What follows belongs to an exercise in optimizing a design on an open flow for small area, a short achievable clock period and few clock cycles per item; a production flow would make more cautious choices. No run shown here included a check of the RTL's function; only the layout flow was run. Power figures rest on the tool's default switching activity, not on a simulated workload.

## flow/design.v (module list and top-level ports; edited modules follow where they fit)
// module ysyx_041461_CSA: 10 lines
// module ysyx_041461_PGn: 11 lines
// module ysyx_041461_PGp: 11 lines
// module ysyx_041461_HA: 9 lines
// module ysyx_041461_MUL: 1810 lines
module ysyx_041461_MUL(
    input  wire   [0:0]  clk             ,
    input  wire   [0:0]  rst             ,
    input  wire   [0:0]  MUL_valid_in    ,
    input  wire   [1:0]  MUL_signed      ,
    input  wire   [63:0] MUL_multiplicand,
    input  wire   [63:0] MUL_multiplier  ,
    output wire   [0:0]  MUL_valid_out   ,
    output wire   [63:0] MUL_result_hi   ,
    output wire   [63:0] MUL_result_lo
);
  // ...
==> flow/run.sh <==
#!/bin/bash
# synth_recipe.tcl (not shown) runs the flow's synth.tcl, then flattens the netlist and writes it again
# the make line also repeats each setting of config.mk as NAME=value (left out here)
make -C /OpenROAD-flow-scripts/flow DESIGN_CONFIG=/design/flow/config.mk WORK_HOME=/design/flow/orfs CLKGATE_MAP_FILE= SYNTH_SCRIPT=/design/flow/synth_recipe.tcl finish
==> flow/config.mk <==
export PLATFORM = sky130hd
export DESIGN_NAME = ysyx_041461_MUL
export DESIGN_NICKNAME = ysyx_041461_MUL
export VERILOG_FILES = /design/flow/design.v
export SDC_FILE = /design/flow/constraint.sdc
export NUM_CORES = 4
export LEC_CHECK = 0
export CAP_MARGIN = 20
export CELL_PAD_IN_SITES_DETAIL_PLACEMENT = 1
export CELL_PAD_IN_SITES_GLOBAL_PLACEMENT = 2
export CORE_MARGIN = 2
export CORE_UTILIZATION = 30
export CTS_CLUSTER_DIAMETER = 100
export CTS_CLUSTER_SIZE = 25
export SETUP_SLACK_MARGIN = 5
export SLEW_MARGIN = 20
export SYNTH_HIERARCHICAL = 1
==> flow/constraint.sdc <==
create_clock -name core_clock -period 8.0 [get_ports {clk}]
set_input_delay 1.6000 -clock core_clock [delete_from_list [all_inputs] [get_ports {clk}]]
set_output_delay 1.6000 -clock core_clock [all_outputs]
set_load 0.01 [all_outputs]
==> results_dict.tcl, run 1 <==
set metrics [dict create \
    hold_viol 0 \
    ctsHoldBuffers 0 \
    finalSetupViolCount 0 \
    internal_power_mw 3.13 \
    avgSynthCellArea_um2 10.9 \
    grt_max_degree 50 \
    chipHeight_um 287 \
    vias 16973 \
    num_antenna_cells 1 \
    path_clk_slew_ns 0.10 \
    cts_resized 147 \
    drt_pass1_iterations 7 \
    final_util_pct 35.8 \
    multi_input_area_share_pct 54.2 \
    drv_cap 0 \
    cts_buffers 27 \
    clk_share_pct 3.39 \
    finalClockSkew_ns 0.0270 \
    rows 103 \
    crit_path_max_fanout 32 \
    fin_crit_ns 2.93 \
    nNonClkBuffers 287 \
    max_slew_margin_pct 39.6 \
    grt_pass1_wl_um 122000 \
    via_per_inst 4.99 \
    rr_startpoint "ph[1]" \
    ff2ff_path_depth 8 \
    setup_tns_ns 0 \
    die_w_um 287 \
    status "no timing/DRC/antenna violations" \
    pre_cts_ws_ns 4.57 \
    final_cell_mix "dfxtp_1 (354), xnor2_1 (315), a22oi_1 (288), fa_1 (260), a21oi_2 (138)" \
    combinationalPowerShare_pct 16.4 \
    fin_crit_sh_pct 36.6 \
    nWellTaps 1050 \
    core-area_um2 79100 \
    multi_input_area_um2 15400 \
    worstPathRequired_ns 8.48 \
]
==> run 2, diff against run 1 <==
--- a/flow/config.mk
+++ b/flow/config.mk
@@ -5,6 +5,7 @@
 export SDC_FILE = /design/flow/constraint.sdc
 export NUM_CORES = 4
 export LEC_CHECK = 0
+export ABC_AREA = 1
 export CAP_MARGIN = 20
 export CELL_PAD_IN_SITES_DETAIL_PLACEMENT = 1
 export CELL_PAD_IN_SITES_GLOBAL_PLACEMENT = 2
==> run 2 against run 1 <==
  * Still clean on timing, DRC and antenna
  * Final cell count increased by 8.0%
  * Maximum frequency increased by 0.50%
  * Global-route usage increased by 0.57 points
  * Synthesized cell count increased by 7.8%
  * Hold slack about the same
  * Sequential power increased by 52%
  * Utilization increased by 0.19 points
  * Combinational power increased to 11 times the previous value
  * Sequential share of layout area decreased by 0.50 points
  * Via count increased by 4.9%
  * Non-clock buffer count increased by 6
  * Critical path type is now flop to primary output
==> results_dict.tcl, run 2 <==
set metrics [dict create \
    worstHoldStart "Q[21]" \
    final_nets 3072 \
    ff2ff_path_depth 7 \
    power.switching_mw 6.47 \
    gp_congestion 0.849 \
    rsz0062_at_grt "yes" \
    hpwl_um 64700 \
    finalSetupViolCount 0 \
    tritoncts "yes" \
    clockPowerShare_pct 12.1 \
    worst_hold_path.endpoint "Q[13]" \
    path_clk_slew_ns 0.09 \
    ant_nets 0 \
    vias 17805 \
    ctsHoldBuffers 0 \
    grt_max_degree 63 \
    die-area_um2 82900 \
    final_area_um2 28800 \
    fin_crit_sh_pct 36.5 \
    finalMaxSlewViolations 0 \
    dp.cells 3606 \
    ys_warn_count 7 \
    chipHeight_um 288 \
    peakVddDrop_v 0.000192 \
    io-pin-count 262 \
    final_util_pct 36.0 \
    rr_startpoint "first_r1" \
    area_growth_pct 19.3 \
    clk_latency_ns 0.63 \
    power_density_nw_per_um2 467 \
    drv_cap 0 \
    cp.depth 1 \
    hold_ws_ns 0.350 \
    critPathTopFamily "flip-flops" \
    layout-drive-gt1-share_pct 13.8 \
    pre_cts_ws_ns 4.41 \
    drt_pass1_iterations 4 \
    hold_viol 0 \
    fin_ws_ns 5.08 \
    worstSetupPathType "flop to primary output" \
    syn-instance-count 2374 \
    finalClockSkew_ns 0.0404 \
    cts-root-buf "clkbuf_16" \
    cts_buffers 29 \
    cp-startpoint "ph[10]" \
    top_regs "C (75), S (75), hi (66)" \
    route.detailed.drc 0 \
    setup_tns_ns 0 \
    clockBufferDepth 3 \
    start_util_pct 30.2 \
    avgSynthCellArea_um2 10.2 \
    start_kind "flop" \
    grtUsageTotal_pct 19.9 \
    worstPathRequired_ns 6.40 \
    final_cell_mix "dfxtp_1 (352), o22ai_1 (289), xor2_1 (282), fa_1 (262), nand2_1 (236)" \
    wl_um 82600 \
    core-area_um2 80200 \
    via_per_inst 4.84 \
    io_buffers 261 \
    grt_pass1_wl_um 126000 \
    hold_class "flop to flop" \
    critPathMaxStageDelay_ns 0.40 \
    antenna_found_initial 2 \
    fillers 9053 \
    r2r_end "C[67]" \
    syn_area_um2 24200 \
    fmax_ghz 0.343 \
    cp_slowest_cell "dfrtp_1" \
    die_w_um 288 \
    gr-total-overflow 0 \
    grt_pass1_vias 19947 \
    switching_share_pct 48.0 \
    place_area_um2 27700 \
    rows 104 \
    status "no timing/DRC/antenna violations" \
    fin_crit_ns 2.92 \
    r2r_setup_slack_ns 5.10 \
    worstMarginPinSlew_ns 0.914 \
    crit_chain "dlygate4sd2_1" \
    p_leak_nw 13.2 \
    combinationalPowerShare_pct 62.7 \
    finalPower_mw 13.5 \
    max_slew_margin_pct 39.0 \
    cp.arrival_ns 1.32 \
    stdcell_count 3675 \
    crit_path_max_fanout 2 \
    critPathBufInv 1 \
    final_common_cell "dfxtp_1" \
    internal_power_mw 7.02 \
    seqPwrFrac_pct 25.2 \
    wl_per_cell_um 22.5 \
    end_kind "primary output" \
    hold_depth 0 \
    h-tree-depth 1 \
    clock_sink_count 382 \
    first_iter_violations 1012 \
]
==> run 2: worst max-delay path by stage <==
stage	slack [ns]	end
after detailed placement	4.41	C[9]
final	5.08	MUL_valid_out[0]
after CTS	4.96	C[9]
after floorplan	5.16	C[9]
after global routing	4.98	C[67]
after global placement	3.98	C[67]
==> run 2: timing repair <==
item / in CTS / in global routing
gates cloned: 0 / 2
endpoints found under the setup margin: 252 / 68
gates resized for setup: 149 / 18
buffers inserted: 3 / 11
==> run 2: layout make-up <==
type / count / area [µm²] / area share [%]
diodes: 1 / 2.50 / 0.00868
well taps: 1060 / 1330 / 4.60
clock inverters: 21 / 307 / 1.06
multi-input cells: 1675 / 15000 / 52.1
repair buffers: 293 / 2820 / 9.77
flip-flops and latches: 382 / 7790 / 27.0
inverters: 212 / 830 / 2.88
clock buffers: 31 / 733 / 2.54
==> run 2: power by group through the flow <==
stage          Combinational, mW  Sequential [mW]  Clock (mW)
2_1_floorplan               5.46             3.33           0
3_3_place_gp                8.53             3.48           0
3_5_place_dp                8.79             3.47           0
4_1_cts                     8.63             3.42        1.70
5_1_grt                     9.52             3.48        1.76
6_report                    8.45             3.40        1.63
==> run 2: per-layer routing <==
| layer | GRT usage (%) | part of all wire [%] | up-vias |
|---|---|---|---|
| met1 | 25.8 | 44 | 9064 |
| li1 | - | - | 8267 |
| met5 | 0 | 0 | - |
| met3 | 2.32 | 3.6 | 88 |
| met4 | 5.06 | 2.6 | 0 |
| met2 | 35.0 | 50 | 386 |
